Context: an optimization exercise on an open-source flow, tuned for small area and a short achievable clock period. The choices shown serve that exercise and are no tape-out recipe. The RTL was checked by simulation tests, not by an equivalence proof against the original design. Power is estimated from default activity; no workload was simulated.

delta:
// top
module top (
  input  logic        clk,
  input  logic        rst_n,
  input  logic [15:0] setpoint,
  input  logic [15:0] feedback,
  input  logic [15:0] Kp,
  input  logic [15:0] Ki,
  input  logic [15:0] Kd,
  input  logic [15:0] clk_prescaler,
  output logic [15:0] control_signal
);
Size: about 1900 cells after synthesis, ~97 flip-flops, roughly 16000 um^2 of cells after synthesis.
clock: 12.5 ns
lec_check: 0
abc_area: 1
cap_margin: 20
core_margin: 2
core_utilization: 40
setup_slack_margin: 5
slew_margin: 20
synth_hierarchical: 1
synth_minimum_keep_size: 0
run.sh (not shown) runs the stock make flow with config.mk's settings and CLKGATE_MAP_FILE= SYNTH_SCRIPT=/design/flow/synth_recipe.tcl, a recipe that flattens the netlist after the stock synthesis.
Input changes introduced in harbor (baseline for comparison: delta):
==> flow/flow/run.sh (new file) <==
#!/bin/bash
# The standard layout, with the port buffers made of plain buf_1 cells
# instead of the delay buffers buffer_ports picks on its own, and a larger
# setup margin for timing repair.
set -euo pipefail
export BUFFER_PORTS_ARGS="-buffer_cell sky130_fd_sc_hd__buf_1"
bash standard.sh SETUP_SLACK_MARGIN=6.5 finish > standard.log 2>&1
==> flow/standard.sh (new file) <==
#!/bin/bash
# synth_recipe.tcl (not shown) runs the flow's synth.tcl, then flattens the netlist and writes it again
# the make line also repeats each setting of config.mk as NAME=value (left out here)
make -C /OpenROAD-flow-scripts/flow DESIGN_CONFIG=/design/flow/config.mk WORK_HOME=/design/flow/orfs CLKGATE_MAP_FILE= SYNTH_SCRIPT=/design/flow/synth_recipe.tcl "${@:-finish}"
removed: flow/run.sh
Results
harbor vs. delta: upper clock frequency limit up about 14%; total routed wirelength up 2.9%; parity-gate share of the synthesized area counting xor and xnor cells flat; overall global routing resource usage up 0.80 points.
Compared with delta, in harbor global-route wire length before repair picked up an extra 2.2%; routed length on met2 picked up an extra 460 um; post-layout utilization of the core picked up an extra 1.4 points.
Higher shortest period the worst path allows goes to delta over harbor.
Critical path depth delta for harbor relative to delta: 11 lower
A start point of the critical path of feedback[1] is what delta shows, while Kd[7] belongs to harbor.
The run showing the greater sequential share of layout area is delta.
> inputs changed (harbor -> onyx)
-- flow/flow/run.sh --
<<< harbor, line 5
set -euo pipefail
export BUFFER_PORTS_ARGS="-buffer_cell sky130_fd_sc_hd__buf_1"
bash standard.sh SETUP_SLACK_MARGIN=6.5 finish > standard.log 2>&1
>>> onyx, line 5
set -euo pipefail
export BUFFER_PORTS_ARGS="-buffer_cell sky130_fd_sc_hd__buf_1"
bash standard.sh SETUP_SLACK_MARGIN=7.2 finish > standard.log 2>&1
Results
- Tightest hold margin across onyx and harbor: no real change.
- Final critical-path required period in onyx is 0.016 ns below harbor.
- Of onyx and harbor, the run reporting the lower fraction of power consumed by the clock network was onyx.
- The lower worst-case register-to-register setup slack of onyx and harbor is in harbor.
For ember, these inputs were changed with respect to onyx:
==> flow/flow/run.sh <==
#!/bin/bash
# The standard layout, with the port buffers made of plain buf_1 cells
# instead of the delay buffers buffer_ports picks on its own, and power
# recovery (downsizing of cells off the critical paths) after global routing.
set -euo pipefail
export BUFFER_PORTS_ARGS="-buffer_cell sky130_fd_sc_hd__buf_1"
export RECOVER_POWER=100
bash standard.sh finish > standard.log 2>&1
Results
Fraction of met2 tracks used by global routing, ember and onyx: larger value in onyx. For the number of nets in the final layout, ember came in 112 lower than onyx did. ember -> onyx: total area of sequential cells flat. Routed wire length for ember: about 8% down relative to onyx. Re number of vias in the routed layout: ember is 759 down on onyx. [compare] base=onyx new=ember: number of max-slew violations in the final report has increased; switching power as a share of total power went up; vertical die dimension ~0 delta; final cell count without fillers decreased 112; chip width level. Post-route cell area down 15% in ember wrt onyx. In ember the implementation completed, yet the final layout does not meet the checks, the culprit being max-capacitance violations, max-slew violations.

* * *

Starting RTL as in the previous note.
==> flow/config.mk <==
export PLATFORM = sky130hd
export DESIGN_NAME = top
export DESIGN_NICKNAME = top
export VERILOG_FILES = /design/flow/design.v
export SDC_FILE = /design/flow/constraint.sdc
export NUM_CORES = 4
export LEC_CHECK = 0
export ABC_AREA = 1
export CAP_MARGIN = 20
export CORE_MARGIN = 2
export CORE_UTILIZATION = 40
export SETUP_SLACK_MARGIN = 5
export SLEW_MARGIN = 20
export SYNTH_HIERARCHICAL = 1
export SYNTH_MINIMUM_KEEP_SIZE = 0
==> flow/constraint.sdc <==
create_clock -name core_clock -period 12.5 [get_ports {clk}]
set_input_delay 2.5000 -clock core_clock [delete_from_list [all_inputs] [get_ports {clk}]]
set_output_delay 2.5000 -clock core_clock [all_outputs]
set_load 0.01 [all_outputs]
standard.sh (not shown) runs the stock make flow with config.mk's settings and CLKGATE_MAP_FILE= SYNTH_SCRIPT=/design/flow/synth_recipe.tcl, a recipe that flattens the netlist after the stock synthesis.
==> flow/flow/run.sh <==
#!/bin/bash
# The standard layout, with the port buffers made of plain buf_1 cells
# instead of the delay buffers buffer_ports picks on its own, and a larger
# setup margin for timing repair.
set -euo pipefail
export BUFFER_PORTS_ARGS="-buffer_cell sky130_fd_sc_hd__buf_1"
bash standard.sh SETUP_SLACK_MARGIN=8 finish > standard.log 2>&1
The baseline passed the timing, DRC and antenna checks.
Edit:
==> flow/flow/run.sh (replaced) <==
#!/bin/bash
# The standard layout, with the port buffers made of plain buf_2 cells
# instead of the delay buffers buffer_ports picks on its own.
set -euo pipefail
export BUFFER_PORTS_ARGS="-buffer_cell sky130_fd_sc_hd__buf_2"
bash standard.sh finish > standard.log 2>&1
After rerunning:
- The new run finished with timing, DRC and antenna clean
- fmax shrinks by roughly a tenth
- count of clock-buffer cells in the layout stays the same
- first-iteration DRC count grows by about a fifth
- setup slack is worse by 0.91 ns
- via count shrinks by a few percent
- worst hold slack is worse by 0.013 ns
- cell area shrinks by about a fifth
- die area does not change
- global-route usage shrinks by 1.1 points
- routed wire length shrinks by a few percent
- flip-flop and latch count does not change

* * *

Another version of the RTL of top (not shown whole).
Size: about 1400 cells after synthesis, roughly 120 flip-flops, about 110 I/O pins, about 16000 sq um of cells after synthesis.
// top
module top (
  input  logic        clk,
  input  logic        rst_n,
  input  logic [15:0] setpoint,
  input  logic [15:0] feedback,
  input  logic [15:0] Kp,
  input  logic [15:0] Ki,
  input  logic [15:0] Kd,
  input  logic [15:0] clk_prescaler,
  output logic [15:0] control_signal
);
  pid_controller u_dut (
    .clk(clk),
    .rst_n(rst_n),
    .setpoint(setpoint),
    .feedback(feedback),
    .Kp(Kp),
    .Ki(Ki),
    .Kd(Kd),
    .clk_prescaler(clk_prescaler),
    .control_signal(control_signal)
  );
endmodule
export LEC_CHECK = 0
export CAP_MARGIN = 20
export CORE_MARGIN = 2
export CORE_UTILIZATION = 40
export CTS_BUF_LIST = sky130_fd_sc_hd__clkbuf_4 sky130_fd_sc_hd__clkbuf_8
export CTS_CLUSTER_SIZE = 40
export SETUP_SLACK_MARGIN = 5
export SLEW_MARGIN = 20
export SYNTH_HIERARCHICAL = 1
export SYNTH_MINIMUM_KEEP_SIZE = 0
create_clock -name core_clock -period 12.5 [get_ports {clk}]
==> flow/flow/run.sh <==
#!/bin/bash
# The standard layout, with the port buffers made of plain buf_1 cells
# instead of the delay buffers buffer_ports picks on its own, and a larger
# setup margin for timing repair.
set -euo pipefail
export BUFFER_PORTS_ARGS="-buffer_cell sky130_fd_sc_hd__buf_1"
bash standard.sh SETUP_SLACK_MARGIN=6.5 SKIP_GATE_CLONING=1 finish > standard.log 2>&1
Then changed:
--- a/flow/flow/run.sh
+++ b/flow/flow/run.sh
@@ -7 +7 @@
-bash standard.sh SETUP_SLACK_MARGIN=6.5 SKIP_GATE_CLONING=1 finish > standard.log 2>&1
+bash standard.sh SETUP_SLACK_MARGIN=6.5 finish > standard.log 2>&1
The changed run finished clean.
Sequential share of layout area stays the same.
Global-route usage does not change.
Fmax is unchanged.
Hold slack does not change.
Synthesized cell count stays the same.
Setup slack stays the same.
Combinational power is about the same.
Core utilization stays the same.
Total power does not change.
Via count does not change.
Wire length is unchanged.

* * *

## run F
top again, from the RTL that the note above started with.
export LEC_CHECK = 0
export CAP_MARGIN = 20
export CORE_MARGIN = 2
export CORE_UTILIZATION = 40
export SETUP_SLACK_MARGIN = 5
export SLEW_MARGIN = 20
export SYNTH_HIERARCHICAL = 1
export SYNTH_MINIMUM_KEEP_SIZE = 0
create_clock -name core_clock -period 12.5 [get_ports {clk}]
==> flow/flow/run.sh <==
#!/bin/bash
# The standard layout, with the port buffers made of plain buf_1 cells
# instead of the delay buffers buffer_ports picks on its own, and a larger
# setup margin for timing repair.
set -euo pipefail
export BUFFER_PORTS_ARGS="-buffer_cell sky130_fd_sc_hd__buf_1"
bash standard.sh SETUP_SLACK_MARGIN=6.5 finish > standard.log 2>&1
--- input diff run F..run C ---
# run F
export LEC_CHECK = 0
export CAP_MARGIN = 20
export CORE_MARGIN = 2
export CORE_UTILIZATION = 40
export SETUP_SLACK_MARGIN = 5
export SLEW_MARGIN = 20
export SYNTH_HIERARCHICAL = 1
export SYNTH_MINIMUM_KEEP_SIZE = 0
create_clock -name core_clock -period 12.5 [get_ports {clk}]
# run C
export LEC_CHECK = 0
export CAP_MARGIN = 20
export CORE_MARGIN = 2
export CORE_UTILIZATION = 40
export CTS_BUF_LIST = sky130_fd_sc_hd__clkbuf_4 sky130_fd_sc_hd__clkbuf_8
export CTS_CLUSTER_SIZE = 40
export SETUP_SLACK_MARGIN = 5
export SLEW_MARGIN = 20
export SYNTH_HIERARCHICAL = 1
export SYNTH_MINIMUM_KEEP_SIZE = 0
create_clock -name core_clock -period 12.5 [get_ports {clk}]
--- a/flow/flow/run.sh
+++ b/flow/flow/run.sh
@@ -7 +7 @@
-bash standard.sh SETUP_SLACK_MARGIN=6.5 finish > standard.log 2>&1
+bash standard.sh SETUP_SLACK_MARGIN=6.5 SETUP_MOVE_SEQUENCE=unbuffer,sizeup,swap,buffer finish > standard.log 2>&1
Findings:
Of run C and run F, the run reporting the higher utilization was run F.
Diff run F..run C | number of max-slew violations in the final report | unchanged
Compared with run F, in run C cell count dropped 7, final worst setup slack dropped 0.027 ns.
Critical-path maximum fanout was higher in run C than in run F.
Measured against each other, run C and run F differ in clock network fraction of design power, the lower figure coming from run C.
[run C] part of the total power dissipated in combinational logic rose 2.5 points relative to run F

==> static timing again, ports no longer ideal <==
The flow's constraints put no driver on any port. The routed layouts listed below were extracted and timed again, unchanged, in two steps.
Step 1 (the two cells are an assumption about what drives the block):
set clk [get_ports {clk}]
set_driving_cell -lib_cell sky130_fd_sc_hd__clkbuf_16 $clk
set_driving_cell -lib_cell sky130_fd_sc_hd__buf_2 [delete_from_list [all_inputs] $clk]
Step 2, shift: input delay + t, output delay - t, t = (earliest + latest rising clock arrival at the registers) / 2. This alone moves slack from input paths to output paths.
Slacks: ideal ports / drivers / drivers and shift; pairs: ideal ports / drivers.
run | t (ns) | setup slack, ns | hold slack, ns | slew at the worst register clock pin (ns) | worst slew at a driven data input, ns
delta | 0.410 | 5.214 / 5.234 / 4.824 | 0.493 / 0.493 / 0.493 | 0.09 / 0.09 | 0.05
harbor | 0.422 | 6.085 / 6.093 / 5.671 | 0.491 / 0.491 / 0.491 | 0.08 / 0.08 | 0.05
onyx | 0.423 | 6.101 / 6.116 / 5.693 | 0.494 / 0.494 / 0.494 | 0.08 / 0.08 | 0.05
ember | 0.415 | 3.770 / 3.798 / 3.382 | 0.491 / 0.491 / 0.491 | 0.09 / 0.09 | 0.04
the first run of note 2 | 0.413 | 6.096 / 6.096 / 5.683 | 0.498 / 0.498 / 0.498 | 0.08 / 0.08 | 0.05
the second run of note 2 | 0.410 | 5.181 / 5.214 / 4.804 | 0.485 / 0.485 / 0.485 | 0.08 / 0.08 | 0.05
the first run of note 3 | 0.493 | 6.564 / 6.590 / 6.097 | 0.526 / 0.526 / 0.526 | 0.09 / 0.09 | 0.04
the second run of note 3 | 0.493 | 6.564 / 6.590 / 6.097 | 0.526 / 0.526 / 0.526 | 0.09 / 0.09 | 0.04
run F | 0.470 | 6.554 / 6.568 / 6.114 | 0.523 / 0.523 / 0.523 | 0.06 / 0.06 | 0.04
run C | 0.494 | 6.527 / 6.527 / 6.076 | 0.526 / 0.526 / 0.526 | 0.09 / 0.09 | 0.04
